Context: an optimization exercise on an open-source flow, tuned for small area and a short achievable clock period. The choices shown serve that exercise and are no tape-out recipe. The RTL was checked by simulation tests, not by an equivalence proof against the original design.

==> nickel: inputs <==
Design CLA_64_4, start of the top module:
module CLA_64_4 (   input  [63:0] a_inp,
                    input  [63:0] b_inp,
                    output reg [63:0] s_out,
                    output reg        c_out,
                    input         clock,
                    input         reset);
Settings: LEC_CHECK=0, CAP_MARGIN=20, CORE_MARGIN=2, CORE_UTILIZATION=40, SLEW_MARGIN=20, BUFFER_PORTS_ARGS=-buffer_cell sky130_fd_sc_hd__buf_2; clock period 9.0 ns.
standard.sh (not shown) runs the stock make flow with config.mk's settings and CLKGATE_MAP_FILE= SYNTH_SCRIPT=/design/flow/synth_recipe.tcl, a recipe that flattens the netlist after the stock synthesis.
==> flow/flow/run.sh <==
#!/bin/bash
set -e
cp standard.sh standard_sh_copy.log
cat >> config.mk <<'CFG'
export BUFFER_PORTS_ARGS = -buffer_cell sky130_fd_sc_hd__buf_2
CFG
bash standard.sh > standard.log 2>&1
==> fjord: changes against nickel <==
CTS_BUF_LIST = sky130_fd_sc_hd__clkbuf_8   (was default)
CTS_CLUSTER_DIAMETER = 100   (was default)
CTS_CLUSTER_SIZE = 40   (was default)
==> indigo: changes against nickel <==
==> flow/run.sh (new file) <==
#!/bin/bash
# synth_recipe.tcl (not shown) runs the flow's synth.tcl, then flattens the netlist and writes it again
# the make line also repeats each setting of config.mk as NAME=value (left out here)
make -C /OpenROAD-flow-scripts/flow DESIGN_CONFIG=/design/flow/config.mk WORK_HOME=/design/flow/orfs CLKGATE_MAP_FILE= SYNTH_SCRIPT=/design/flow/synth_recipe.tcl finish
BUFFER_PORTS_ARGS = default   (was -buffer_cell sky130_fd_sc_hd__buf_2)
removed: flow/flow/run.sh
removed: flow/standard.sh
==> juniper: changes against nickel <==
--- a/flow/design.v
+++ b/flow/design.v
@@ -407,83 +407,57 @@
 wire [1:0] t27 = u27[1:0] + {1'd0, c27};
 wire [1:0] t28 = u28[1:0] + {1'd0, c28};
 wire [1:0] t29 = u29[1:0] + {1'd0, c29};
 wire [1:0] t30 = u30[1:0] + {1'd0, c30};
 wire [1:0] t31 = u31[1:0] + {1'd0, c31};
+reg vld;
+always @(posedge clock)
+begin
+    u0 <= n0;
+    u1 <= n1;
+    u2 <= n2;
+    u3 <= n3;
+    u4 <= n4;
+    u5 <= n5;
+    u6 <= n6;
+    u7 <= n7;
+    u8 <= n8;
+    u9 <= n9;
+    u10 <= n10;
+    u11 <= n11;
+    u12 <= n12;
+    u13 <= n13;
+    u14 <= n14;
+    u15 <= n15;
+    u16 <= n16;
+    u17 <= n17;
+    u18 <= n18;
+    u19 <= n19;
+    u20 <= n20;
+    u21 <= n21;
+    u22 <= n22;
+    u23 <= n23;
+    u24 <= n24;
+    u25 <= n25;
+    u26 <= n26;
+    u27 <= n27;
+    u28 <= n28;
+    u29 <= n29;
+    u30 <= n30;
+    u31 <= n31;
+end
 always @(posedge clock or posedge reset)
 begin
     if (reset)
         begin
+            vld   <= 1'b0;
             s_out <= 64'b0;
             c_out <= 1'b0;
-            u0 <= 'b0;
-            u1 <= 'b0;
-            u2 <= 'b0;
-            u3 <= 'b0;
-            u4 <= 'b0;
-            u5 <= 'b0;
-            u6 <= 'b0;
-            u7 <= 'b0;
-            u8 <= 'b0;
-            u9 <= 'b0;
-            u10 <= 'b0;
-            u11 <= 'b0;
-            u12 <= 'b0;
-            u13 <= 'b0;
-            u14 <= 'b0;
-            u15 <= 'b0;
-            u16 <= 'b0;
-            u17 <= 'b0;
-            u18 <= 'b0;
-            u19 <= 'b0;
-            u20 <= 'b0;
-            u21 <= 'b0;
-            u22 <= 'b0;
-            u23 <= 'b0;
-            u24 <= 'b0;
-            u25 <= 'b0;
-            u26 <= 'b0;
-            u27 <= 'b0;
-            u28 <= 'b0;
-            u29 <= 'b0;
-            u30 <= 'b0;
-            u31 <= 'b0;
         end
     else
         begin
-            u0 <= n0;
-            u1 <= n1;
-            u2 <= n2;
-            u3 <= n3;
-            u4 <= n4;
-            u5 <= n5;
-            u6 <= n6;
-            u7 <= n7;
-            u8 <= n8;
-            u9 <= n9;
-            u10 <= n10;
-            u11 <= n11;
-            u12 <= n12;
-            u13 <= n13;
-            u14 <= n14;
-            u15 <= n15;
-            u16 <= n16;
-            u17 <= n17;
-            u18 <= n18;
-            u19 <= n19;
-            u20 <= n20;
-            u21 <= n21;
-            u22 <= n22;
-            u23 <= n23;
-            u24 <= n24;
-            u25 <= n25;
-            u26 <= n26;
-            u27 <= n27;
-            u28 <= n28;
-            u29 <= n29;
-            u30 <= n30;
-            u31 <= n31;
-            s_out <= {t31, t30, t29, t28, t27, t26, t25, t24, t23, t22, t21, t20, t19, t18, t17, t16, t15, t14, t13, t12, t11, t10, t9, t8, t7, t6, t5, t4, t3, t2, t1, t0};
-            c_out <= c32;
+            vld   <= 1'b1;
+            s_out <= {t31, t30, t29, t28, t27, t26, t25, t24, t23, t22, t21, t20, t19, t18, t17, t16, t15, t14, t13, t12, t11, t10, t9, t8, t7, t6, t5, t4, t3, t2, t1, t0} & {64{vld}};
+            c_out <= c32 & vld;
         end
 end
 endmodule
==> flow/run.sh (new file) <==
#!/bin/bash
# synth_recipe.tcl (not shown) runs the flow's synth.tcl, then flattens the netlist and writes it again
# the make line also repeats each setting of config.mk as NAME=value (left out here)
make -C /OpenROAD-flow-scripts/flow DESIGN_CONFIG=/design/flow/config.mk WORK_HOME=/design/flow/orfs CLKGATE_MAP_FILE= SYNTH_SCRIPT=/design/flow/synth_recipe.tcl finish
BUFFER_PORTS_ARGS = default   (was -buffer_cell sky130_fd_sc_hd__buf_2)
removed: flow/flow/run.sh
removed: flow/standard.sh
==> qor summary <==
Total Routing Usage GR: fjord 14.93%; juniper 17.25%; nickel 14.95%; indigo 15.62%
Critical path capture point: fjord u1[0]; juniper s_out[48]; nickel s_out[2]; indigo s_out[5]
Clock-cell share of area: fjord 5.219%; juniper 5.758%; nickel 7.413%; indigo 6.570%
Type of origin of the critical path: fjord input port; juniper flop; nickel input port; indigo flop
Hold Path Cell Cnt: fjord 0; juniper 1; nickel 0; indigo 0
Type of the worst setup path: fjord in -> async; juniper reg -> out; nickel in -> async; indigo reg -> out
Total number of nets in the final design: fjord 830; juniper 903; nickel 830; indigo 830
Maximum clock frequency: fjord 356.3 MHz; juniper 320.2 MHz; nickel 351.2 MHz; indigo 320.8 MHz
DRT Wirelength: fjord 11.77 mm; juniper 13.96 mm; nickel 11.95 mm; indigo 12.45 mm
Met3 capacity usage during global routing: fjord 4.805%; juniper 5.822%; nickel 5.497%; indigo 5.578%
Worst Hold Slack: fjord 0.3522 ns; juniper 0.4623 ns; nickel 0.3481 ns; indigo 0.3505 ns
Clock insertion delay at the later pin of the skew report: fjord 0.44 ns; juniper 0.41 ns; nickel 0.41 ns; indigo 0.41 ns
Number of register bits inferred by synthesis: fjord 161; juniper 162; nickel 161; indigo 161
# clock sinks: fjord 161; juniper 162; nickel 161; indigo 161
Wire length per cell: fjord 14.10 µm; juniper 15.39 µm; nickel 14.31 µm; indigo 14.96 µm
Fraction of synthesized cell area in xor and xnor cells: fjord 4.242%; juniper 4.225%; nickel 4.242%; indigo 4.242%
Post-Synth Adder-Cell Area: fjord 22.32%; juniper 22.24%; nickel 22.32%; indigo 22.32%
Post-Synthesis Cells: fjord 391; juniper 471; nickel 391; indigo 391
Final HPWL from detailed placement: fjord 9.172 mm; juniper 10.77 mm; nickel 9.172 mm; indigo 9.763 mm
Outcome: fjord complete, no violations; juniper complete, no violations; nickel complete, no violations; indigo complete, no violations

what the ideal ports hide:
No port has a modelled driver above. Below, the same layouts with a new extraction and two added sets of constraints.
Step 1 (the two cells are an assumption about what drives the block):
set clk [get_ports {clock}]
set_driving_cell -lib_cell sky130_fd_sc_hd__clkbuf_16 $clk
set_driving_cell -lib_cell sky130_fd_sc_hd__buf_2 [delete_from_list [all_inputs] $clk]
Step 2 times the ports against the registers' clock, not the clock port: input delays grow and output delays shrink by t, the midpoint of the rising clock arrivals with the driver on.
Three values: ideal ports, drivers, drivers and shift; two values: the first two.
| run | t (ns) | setup WS [ns] | worst setup path after step 2 | worst data-port slew with drivers (ns) |
|---|---|---|---|---|
| nickel | 0.449 | 6.152 / 6.176 / 5.727 | input, reset recovery | 0.06 |
| fjord | 0.473 | 6.193 / 6.174 / 5.739 | input, reset recovery | 0.06 |
| indigo | 0.450 | 5.883 / 5.842 / 5.495 | input, reset recovery | 0.06 |
| juniper | 0.452 | 5.877 / 5.836 / 5.974 | input, reset recovery | 0.05 |
After both steps setup and hold are still met in every run listed. For fjord, which loses most, drivers alone change the setup slack by -0.019 ns; drivers and shift together by -0.454 ns. The worst setup slack also covers recovery checks on asynchronous resets.
